Context: an optimization exercise on an open-source flow, tuned for small area and a short achievable clock period. The choices shown serve that exercise and are no tape-out recipe.
At most, simulation tests tie the RTL to the original design; equivalence was not proved.
Power is estimated from default activity; no workload was simulated.

==> indigo: inputs <==
## sync_fifo
module sync_fifo
#(
    parameter DATA_WIDTH = 8,
    parameter DATA_DEPTH = 64,
    parameter ADDR_WIDTH = 6
)
(
	input   wire                      clk,
	input   wire                      rst_n,
	input   wire  [DATA_WIDTH-1:0]    wr_data,
	input   wire                      rq,   
	input   wire                      wq,   
	output  reg   [DATA_WIDTH-1:0]    rd_data,
	output  wire                      full,
	output  wire                      empty
);
==> module sync_fifo, before the edit <==
module sync_fifo
#(
    parameter DATA_WIDTH = 8,
    parameter DATA_DEPTH = 64,
    parameter ADDR_WIDTH = 6
)
(
	input   wire                      clk,
	input   wire                      rst_n,
	input   wire  [DATA_WIDTH-1:0]    wr_data,
	input   wire                      rq,   
	input   wire                      wq,   
	output  reg   [DATA_WIDTH-1:0]    rd_data,
	output  wire                      full,
	output  wire                      empty
);
reg [DATA_WIDTH-1:0] mem [DATA_DEPTH-1:0];
reg [ADDR_WIDTH-1:0] wr_ptr;
reg [7:0]            rd_lo_a;
reg [7:0]            rd_lo_b;
reg [3:0]            rd_hi;
reg full_r;
reg empty_r;
assign full  = full_r;
assign empty = empty_r;
wire wr_en = wq & ~full_r;
wire rd_en = rq & ~empty_r;
wire [7:0] rd_lo = rd_lo_a | rd_lo_b;    
wire       rd_p5 = |rd_lo_b;             
wire [ADDR_WIDTH-1:0] wr_ptr_inc = wr_ptr + 1'b1;
wire [ADDR_WIDTH-1:0] wr_ptr_dec = wr_ptr - 1'b1;
wire one_left = rd_lo[wr_ptr_dec[2:0]] & rd_hi[wr_ptr_dec[4:3]] & (rd_p5 == wr_ptr_dec[5]);
wire one_free = rd_lo[wr_ptr_inc[2:0]] & rd_hi[wr_ptr_inc[4:3]] & (rd_p5 == wr_ptr_inc[5]);
always @(posedge clk or negedge rst_n)
begin
	if (!rst_n) begin
		wr_ptr  <= 0;
		full_r  <= 1'b0;
		empty_r <= 1'b1;
	end else begin
		if (wr_en)
			wr_ptr <= wr_ptr_inc;
		empty_r <= ~wr_en & (empty_r | (rd_en & one_left));
		full_r  <= ~rd_en & (full_r | (wr_en & ~empty_r & one_free));
	end
end
reg [7:0] lo_n;
reg [3:0] hi_n;
reg       p5_n;
always @(*) begin
	if (empty_r) begin
		lo_n = 8'd1 << wr_ptr[2:0];
		hi_n = 4'd1 << wr_ptr[4:3];
		p5_n = wr_ptr[5];
	end else begin
		lo_n = {rd_lo[6:0], rd_lo[7]};
		hi_n = rd_lo[7] ? {rd_hi[2:0], rd_hi[3]} : rd_hi;
		p5_n = rd_p5 ^ (rd_lo[7] & rd_hi[3]);
	end
end
always @(posedge clk)
begin
	if (empty_r || rq) begin
		rd_lo_a <= lo_n & {8{~p5_n}};
		rd_lo_b <= lo_n & {8{p5_n}};
		rd_hi   <= hi_n;
	end
end
reg [DATA_WIDTH-1:0] grp [7:0];
reg [DATA_WIDTH-1:0] rd_next;
integer j, k;
always @(*) begin
	for (j = 0; j < 8; j = j + 1) begin
		grp[j] = {DATA_WIDTH{1'b0}};
		for (k = 0; k < 8; k = k + 1)
			grp[j] = grp[j] | ({DATA_WIDTH{(j < 4) ? rd_lo_a[k] : rd_lo_b[k]}} & mem[8*j+k]);
	end
	rd_next = {DATA_WIDTH{1'b0}};
	for (j = 0; j < 4; j = j + 1)
		rd_next = rd_next | ({DATA_WIDTH{rd_hi[j]}} & (grp[j] | grp[j+4]));
end
always @(posedge clk or negedge rst_n)
begin
	if (!rst_n)
		rd_data <= 0;
	else if (rd_en)
		rd_data <= rd_next;
end
genvar i;
generate
	for (i = 0; i < DATA_DEPTH; i = i + 1) begin : row
		always @(posedge clk)
			if ((wr_ptr == i) && !full_r)
				mem[i] <= wr_data;
	end
endgenerate
endmodule
Settings: LEC_CHECK=0, CAP_MARGIN=20, CORE_MARGIN=2, CORE_UTILIZATION=60, SETUP_SLACK_MARGIN=2.0, SLEW_MARGIN=20; clock period 4.0 ns.
run.sh (not shown) runs the stock make flow with config.mk's settings and CLKGATE_MAP_FILE= SYNTH_SCRIPT=/design/flow/synth_recipe.tcl, a recipe that flattens the netlist after the stock synthesis.
==> harbor: changes against indigo <==
==> flow/design.v (replaced) <==
`default_nettype none
module sync_fifo
#(
    parameter DATA_WIDTH = 8,
    parameter DATA_DEPTH = 64,
    parameter ADDR_WIDTH = 6
)
(
	input   wire                      clk,
	input   wire                      rst_n,
	input   wire  [DATA_WIDTH-1:0]    wr_data,
	input   wire                      rq,   
	input   wire                      wq,   
	output  reg   [DATA_WIDTH-1:0]    rd_data,
	output  wire                      full,
	output  wire                      empty
);
reg [DATA_WIDTH-1:0] mem [DATA_DEPTH-1:0];
reg [ADDR_WIDTH-1:0] rd_ptr;
reg [ADDR_WIDTH-1:0] wr_ptr;
reg full_r;
reg empty_r;
assign full  = full_r;
assign empty = empty_r;
wire wr_en = wq & ~full_r;
wire rd_en = rq & ~empty_r;
wire [ADDR_WIDTH-1:0] rd_ptr_inc = rd_ptr + 1'b1;
wire [ADDR_WIDTH-1:0] wr_ptr_inc = wr_ptr + 1'b1;
wire one_left  = (rd_ptr_inc == wr_ptr);    
wire one_free  = (wr_ptr_inc == rd_ptr);    
always @(posedge clk or negedge rst_n)
begin
	if (!rst_n) begin
		rd_ptr  <= 0;
		wr_ptr  <= 0;
		full_r  <= 1'b0;
		empty_r <= 1'b1;
	end else begin
		if (wr_en)
			wr_ptr <= wr_ptr_inc;
		if (rd_en)
			rd_ptr <= rd_ptr_inc;
		empty_r <= ~wr_en & (empty_r | (rd_en & one_left));
		full_r  <= ~rd_en & (full_r | (wr_en & one_free));
	end
end
always @(posedge clk or negedge rst_n)
begin
	if (!rst_n)
		rd_data <= 0;
	else if (rd_en)
		rd_data <= mem[rd_ptr];
end
genvar i;
generate
	for (i = 0; i < DATA_DEPTH; i = i + 1) begin : row
		wire ld = (wr_ptr == i) & ~full_r;
		always @(posedge clk)
			mem[i] <= ({DATA_WIDTH{ld}} & wr_data) | ({DATA_WIDTH{~ld}} & mem[i]);
	end
endgenerate
endmodule
`default_nettype wire
Settings changed: CORE_UTILIZATION 60 to 65, PLACE_DENSITY set to 0.75, SETUP_SLACK_MARGIN 2.0 to unset.
==> delta: changes against indigo <==
==> flow/design.v (replaced) <==
`default_nettype none
module sync_fifo
#(
    parameter DATA_WIDTH = 8,
    parameter DATA_DEPTH = 64,
    parameter ADDR_WIDTH = 6
)
(
	input   wire                      clk,
	input   wire                      rst_n,
	input   wire  [DATA_WIDTH-1:0]    wr_data,
	input   wire                      rq,   
	input   wire                      wq,   
	output  reg   [DATA_WIDTH-1:0]    rd_data,
	output  wire                      full,
	output  wire                      empty
);
reg [DATA_WIDTH-1:0] mem [DATA_DEPTH-1:0];
reg [ADDR_WIDTH-1:0] wr_ptr;
reg [7:0]            rd_lo;      
reg [7:0]            rd_hi;      
reg full_r;
reg nempty_r;
assign full  = full_r;
assign empty = ~nempty_r;
wire wr_en = wq & ~full_r;
wire rd_en = rq & nempty_r;
wire [ADDR_WIDTH-1:0] wr_ptr_inc = wr_ptr + 1'b1;
wire [ADDR_WIDTH-1:0] wr_ptr_dec = wr_ptr - 1'b1;
wire one_left = rd_lo[wr_ptr_dec[2:0]] & rd_hi[wr_ptr_dec[5:3]];
wire one_free = rd_lo[wr_ptr_inc[2:0]] & rd_hi[wr_ptr_inc[5:3]] & nempty_r;
always @(posedge clk or negedge rst_n)
begin
	if (!rst_n) begin
		wr_ptr   <= 0;
		full_r   <= 1'b0;
		nempty_r <= 1'b0;
	end else begin
		if (wr_en)
			wr_ptr <= wr_ptr_inc;
		full_r   <= ~rq & (full_r | (wq & one_free));
		nempty_r <= nempty_r ? ~(rq & ~wq & one_left) : wq;
	end
end
wire [7:0] rd_lo_nx;
wire [7:0] rd_hi_nx;
sync_fifo_rdptr u_rdptr (
	.load(~nempty_r), .step(rq), .wr_ptr(wr_ptr),
	.lo(rd_lo), .hi(rd_hi), .lo_nx(rd_lo_nx), .hi_nx(rd_hi_nx)
);
always @(posedge clk)
begin
	rd_lo <= rd_lo_nx;
	rd_hi <= rd_hi_nx;
end
wire [DATA_DEPTH-1:0] rsel_n;
genvar r, b, g;
generate
	for (r = 0; r < DATA_DEPTH; r = r + 1) begin : rs
		sync_fifo_nand2 u_sel (.a(rd_lo[r % 8]), .b(rd_hi[r / 8]), .y(rsel_n[r]));
	end
endgenerate
wire [DATA_WIDTH-1:0] rd_mux;
wire [DATA_WIDTH-1:0] rd_nx;
generate
	for (b = 0; b < DATA_WIDTH; b = b + 1) begin : rm
		wire [31:0] t;
		wire [15:0] u;
		wire [3:0]  v;
		for (g = 0; g < 32; g = g + 1) begin : l1
			sync_fifo_oai22 u_t (.a1(rsel_n[2*g]), .a2(mem[2*g][b]), .b1(rsel_n[2*g+1]), .b2(mem[2*g+1][b]), .y(t[g]));
		end
		for (g = 0; g < 16; g = g + 1) begin : l2
			sync_fifo_nor2 u_u (.a(t[2*g]), .b(t[2*g+1]), .y(u[g]));
		end
		for (g = 0; g < 4; g = g + 1) begin : l3
			sync_fifo_nand4 u_v (.a(u[4*g]), .b(u[4*g+1]), .c(u[4*g+2]), .d(u[4*g+3]), .y(v[g]));
		end
		sync_fifo_nor4 u_w (.a(v[0]), .b(v[1]), .c(v[2]), .d(v[3]), .y(rd_mux[b]));
		sync_fifo_mux2 u_m (.s(rd_en), .a0(rd_data[b]), .a1(rd_mux[b]), .x(rd_nx[b]));
	end
endgenerate
always @(posedge clk or negedge rst_n)
begin
	if (!rst_n)
		rd_data <= 0;
	else
		rd_data <= rd_nx;
end
generate
	for (r = 0; r < DATA_DEPTH; r = r + 1) begin : row
		wire ld   = (wr_ptr == r) & ~full_r;
		wire hold = ~ld;
		wire [DATA_WIDTH-1:0] d;
		for (b = 0; b < DATA_WIDTH; b = b + 1) begin : col
			sync_fifo_ao22 u_ao (.a1(wr_data[b]), .a2(ld), .b1(mem[r][b]), .b2(hold), .x(d[b]));
		end
		always @(posedge clk)
			mem[r] <= d;
	end
endgenerate
endmodule
module sync_fifo_rdptr (
	input  wire       load,
	input  wire       step,
	input  wire [5:0] wr_ptr,
	input  wire [7:0] lo,
	input  wire [7:0] hi,
	output reg  [7:0] lo_nx,
	output reg  [7:0] hi_nx
);
always @(*) begin
	if (load) begin
		lo_nx = 8'd1 << wr_ptr[2:0];
		hi_nx = 8'd1 << wr_ptr[5:3];
	end else if (step) begin
		lo_nx = {lo[6:0], lo[7]};
		hi_nx = lo[7] ? {hi[6:0], hi[7]} : hi;
	end else begin
		lo_nx = lo;
		hi_nx = hi;
	end
end
endmodule
module sync_fifo_ao22 (
	input  wire a1,
	input  wire a2,
	input  wire b1,
	input  wire b2,
	output wire x
);
assign x = (a1 & a2) | (b1 & b2);
endmodule
module sync_fifo_oai22 (
	input  wire a1,
	input  wire a2,
	input  wire b1,
	input  wire b2,
	output wire y
);
assign y = ~((a1 | a2) & (b1 | b2));
endmodule
module sync_fifo_nand4 (
	input  wire a,
	input  wire b,
	input  wire c,
	input  wire d,
	output wire y
);
assign y = ~(a & b & c & d);
endmodule
module sync_fifo_nor2 (
	input  wire a,
	input  wire b,
	output wire y
);
assign y = ~(a | b);
endmodule
module sync_fifo_nand2 (
	input  wire a,
	input  wire b,
	output wire y
);
assign y = ~(a & b);
endmodule
module sync_fifo_nor4 (
	input  wire a,
	input  wire b,
	input  wire c,
	input  wire d,
	output wire y
);
assign y = ~(a | b | c | d);
endmodule
module sync_fifo_mux2 (
	input  wire s,
	input  wire a0,
	input  wire a1,
	output wire x
);
assign x = s ? a1 : a0;
endmodule
`default_nettype wire
Settings changed: SETUP_SLACK_MARGIN 2.0 to 2.3, SYNTH_HIERARCHICAL set to 1.
==> amber: changes against indigo <==
==> flow/design.v (replaced) <==
`default_nettype none
module sync_fifo
#(
    parameter DATA_WIDTH = 8,
    parameter DATA_DEPTH = 64,
    parameter ADDR_WIDTH = 6
)
(
	input   wire                      clk,
	input   wire                      rst_n,
	input   wire  [DATA_WIDTH-1:0]    wr_data,
	input   wire                      rq,   
	input   wire                      wq,   
	output  reg   [DATA_WIDTH-1:0]    rd_data,
	output  wire                      full,
	output  wire                      empty
);
reg [DATA_WIDTH-1:0] mem [DATA_DEPTH-1:0];
reg [ADDR_WIDTH-1:0] wr_ptr;
reg [7:0]            rd_lo;      
reg [7:0]            rd_hi;      
reg full_r;
reg nempty_r;
assign full  = full_r;
assign empty = ~nempty_r;
wire wr_en = wq & ~full_r;
wire rd_en = rq & nempty_r;
wire [ADDR_WIDTH-1:0] wr_ptr_inc = wr_ptr + 1'b1;
wire [ADDR_WIDTH-1:0] wr_ptr_dec = wr_ptr - 1'b1;
wire one_left = rd_lo[wr_ptr_dec[2:0]] & rd_hi[wr_ptr_dec[5:3]];
wire one_free = rd_lo[wr_ptr_inc[2:0]] & rd_hi[wr_ptr_inc[5:3]] & nempty_r;
always @(posedge clk or negedge rst_n)
begin
	if (!rst_n) begin
		wr_ptr   <= 0;
		full_r   <= 1'b0;
		nempty_r <= 1'b0;
	end else begin
		if (wr_en)
			wr_ptr <= wr_ptr_inc;
		full_r   <= ~rq & (full_r | (wq & one_free));
		nempty_r <= nempty_r ? ~(rq & ~wq & one_left) : wq;
	end
end
always @(posedge clk)
begin
	if (!nempty_r) begin
		rd_lo <= 8'd1 << wr_ptr[2:0];
		rd_hi <= 8'd1 << wr_ptr[5:3];
	end else if (rq) begin
		rd_lo <= {rd_lo[6:0], rd_lo[7]};
		if (rd_lo[7])
			rd_hi <= {rd_hi[6:0], rd_hi[7]};
	end
end
reg [DATA_WIDTH-1:0] rd_next;
integer r;
always @(*) begin
	rd_next = {DATA_WIDTH{1'b0}};
	for (r = 0; r < DATA_DEPTH; r = r + 1)
		rd_next = rd_next | ({DATA_WIDTH{rd_lo[r % 8] & rd_hi[r / 8]}} & mem[r]);
end
always @(posedge clk or negedge rst_n)
begin
	if (!rst_n)
		rd_data <= 0;
	else if (rd_en)
		rd_data <= rd_next;
end
genvar i;
generate
	for (i = 0; i < DATA_DEPTH; i = i + 1) begin : row
		always @(posedge clk)
			if ((wr_ptr == i) && !full_r)
				mem[i] <= wr_data;
	end
endgenerate
endmodule
`default_nettype wire
Settings changed: SETUP_SLACK_MARGIN 2.0 to 1.9.
==> summary of the runs <==
- indigo finished clean. delta passed the timing, DRC and antenna checks. harbor finished with timing, DRC and antenna clean. amber produced a clean layout.
- Against indigo, the sequential power of harbor is smaller by about 6%.
- In delta the clock power is larger than in indigo, by about 3%.
- Sequential cell count is the same in delta and amber.
- Utilization: delta > indigo > harbor > amber.
- In indigo the sequential share of layout area is lower than in harbor, by 4.2 points.
- The lowest clock-buffer cell count belongs to harbor, the highest to delta.
- Area after synthesis: delta < indigo < amber < harbor.
- The lowest cell count belongs to indigo, the highest to delta.
- In indigo the first-iteration DRC count is smaller than in delta, by about 40%.
- Wire length, lowest first: indigo, harbor, delta, amber.
==> figures <==
Result of the run: delta finished clean; amber finished clean; harbor finished clean; indigo finished clean
Final-layout fill cell count: delta 1,743; amber 2,190; harbor 1,919; indigo 1,806
Number of flops mapped to enable cells by yosys: delta 0; amber 528; harbor 512; indigo 532
Num Clock Sinks: delta 544; amber 544; harbor 534; indigo 548
Post-CTS clock slew at the launch and capture registers of the worst setup and hold paths: delta 0.08 ns; amber 0.07 ns; harbor 0.06 ns; indigo 0.06 ns
Cells after DPL: delta 2,292; amber 1,801; harbor 1,781; indigo 1,579
Multi-In Gates: delta 1,225; amber 654; harbor 724; indigo 517
Synthesized-area fraction occupied by adder cells: delta 0.314%; amber 0.418%; harbor 0.476%; indigo 0.487%
Critical-path cell with the highest stage delay: delta sky130_fd_sc_hd__dfrtp_4; amber sky130_fd_sc_hd__a222oi_1; harbor sky130_fd_sc_hd__nor4_1; indigo sky130_fd_sc_hd__edfxtp_1
Core area: delta 32,600 um^2; amber 34,500 um^2; harbor 31,700 um^2; indigo 33,600 um^2
Transition at the pin with the smallest max-transition slack: delta 1.01 ns; amber 1.18 ns; harbor 1.26 ns; indigo 1.00 ns
Sequential cell area: delta 11,100 um^2; amber 16,300 um^2; harbor 15,900 um^2; indigo 16,400 um^2
Share of cell area taken by multi-input logic gates: delta 40.2%; amber 19.0%; harbor 20.1%; indigo 19.9%
Met3 usage in global routing: delta 7.34%; amber 12.0%; harbor 10.8%; indigo 9.79%
Reg-to-reg critical path endpoint: delta nempty_r; amber rd_data[3]; harbor rd_data[4]; indigo rd_data[4]
Fraction of post-synthesis cell area in the top cell type by area: delta 53.1%; amber 75.7%; harbor 73.1%; indigo 77.7%
P_sw: delta 9.12 mW; amber 6.81 mW; harbor 5.63 mW; indigo 7.19 mW
Multi-input logic area: delta 10,800 um^2; amber 4780 um^2; harbor 4780 um^2; indigo 5180 um^2
Synth Area in XOR/XNOR: delta 0.648%; amber 0.418%; harbor 1.04%; indigo 0.505%
Leakage: delta 11.3 nW; amber 8.26 nW; harbor 7.84 nW; indigo 8.50 nW
Seq. pwr: delta 9.58 mW; amber 7.05 mW; harbor 7.00 mW; indigo 7.43 mW
The RTL of indigo, harbor and amber was laid out without a check of its function.

==> what the ideal ports hide <==
The results above use ideal ports. As a check the final layouts listed here were re-extracted and re-timed, cells and wires unchanged. Step 1, drivers: a clkbuf_16 drives clk and a buf_2 each remaining input, both assumed. Step 2 adds t to the input delays and takes it off the output delays; t is the mean of the earliest and latest rising clock arrival at the registers after step 1. Input paths then give back, and output paths get back, about the clock's delay inside the block. Three values: ideal, step 1, step 2; two values: the first two.
run	shift t [ns]	setup slack, ns	worst setup path after step 2	latest minus earliest clock arrival (ns)	slew at the worst register clock pin (ns)
indigo	0.624	1.775 / 1.775 / 1.419	input to register	0.018 / 0.018	0.07 / 0.07
harbor	0.627	0.182 / 0.182 / 0.182	register to register	0.021 / 0.021	0.07 / 0.07
delta	0.625	1.930 / 1.929 / 1.658	input to register	0.030 / 0.030	0.08 / 0.08
amber	0.643	1.585 / 1.585 / 1.214	input to register	0.032 / 0.032	0.07 / 0.07
After both steps setup and hold are still met in every run listed. For amber, which loses most, drivers alone change the setup slack by 0.000 ns; drivers and shift together by -0.371 ns.
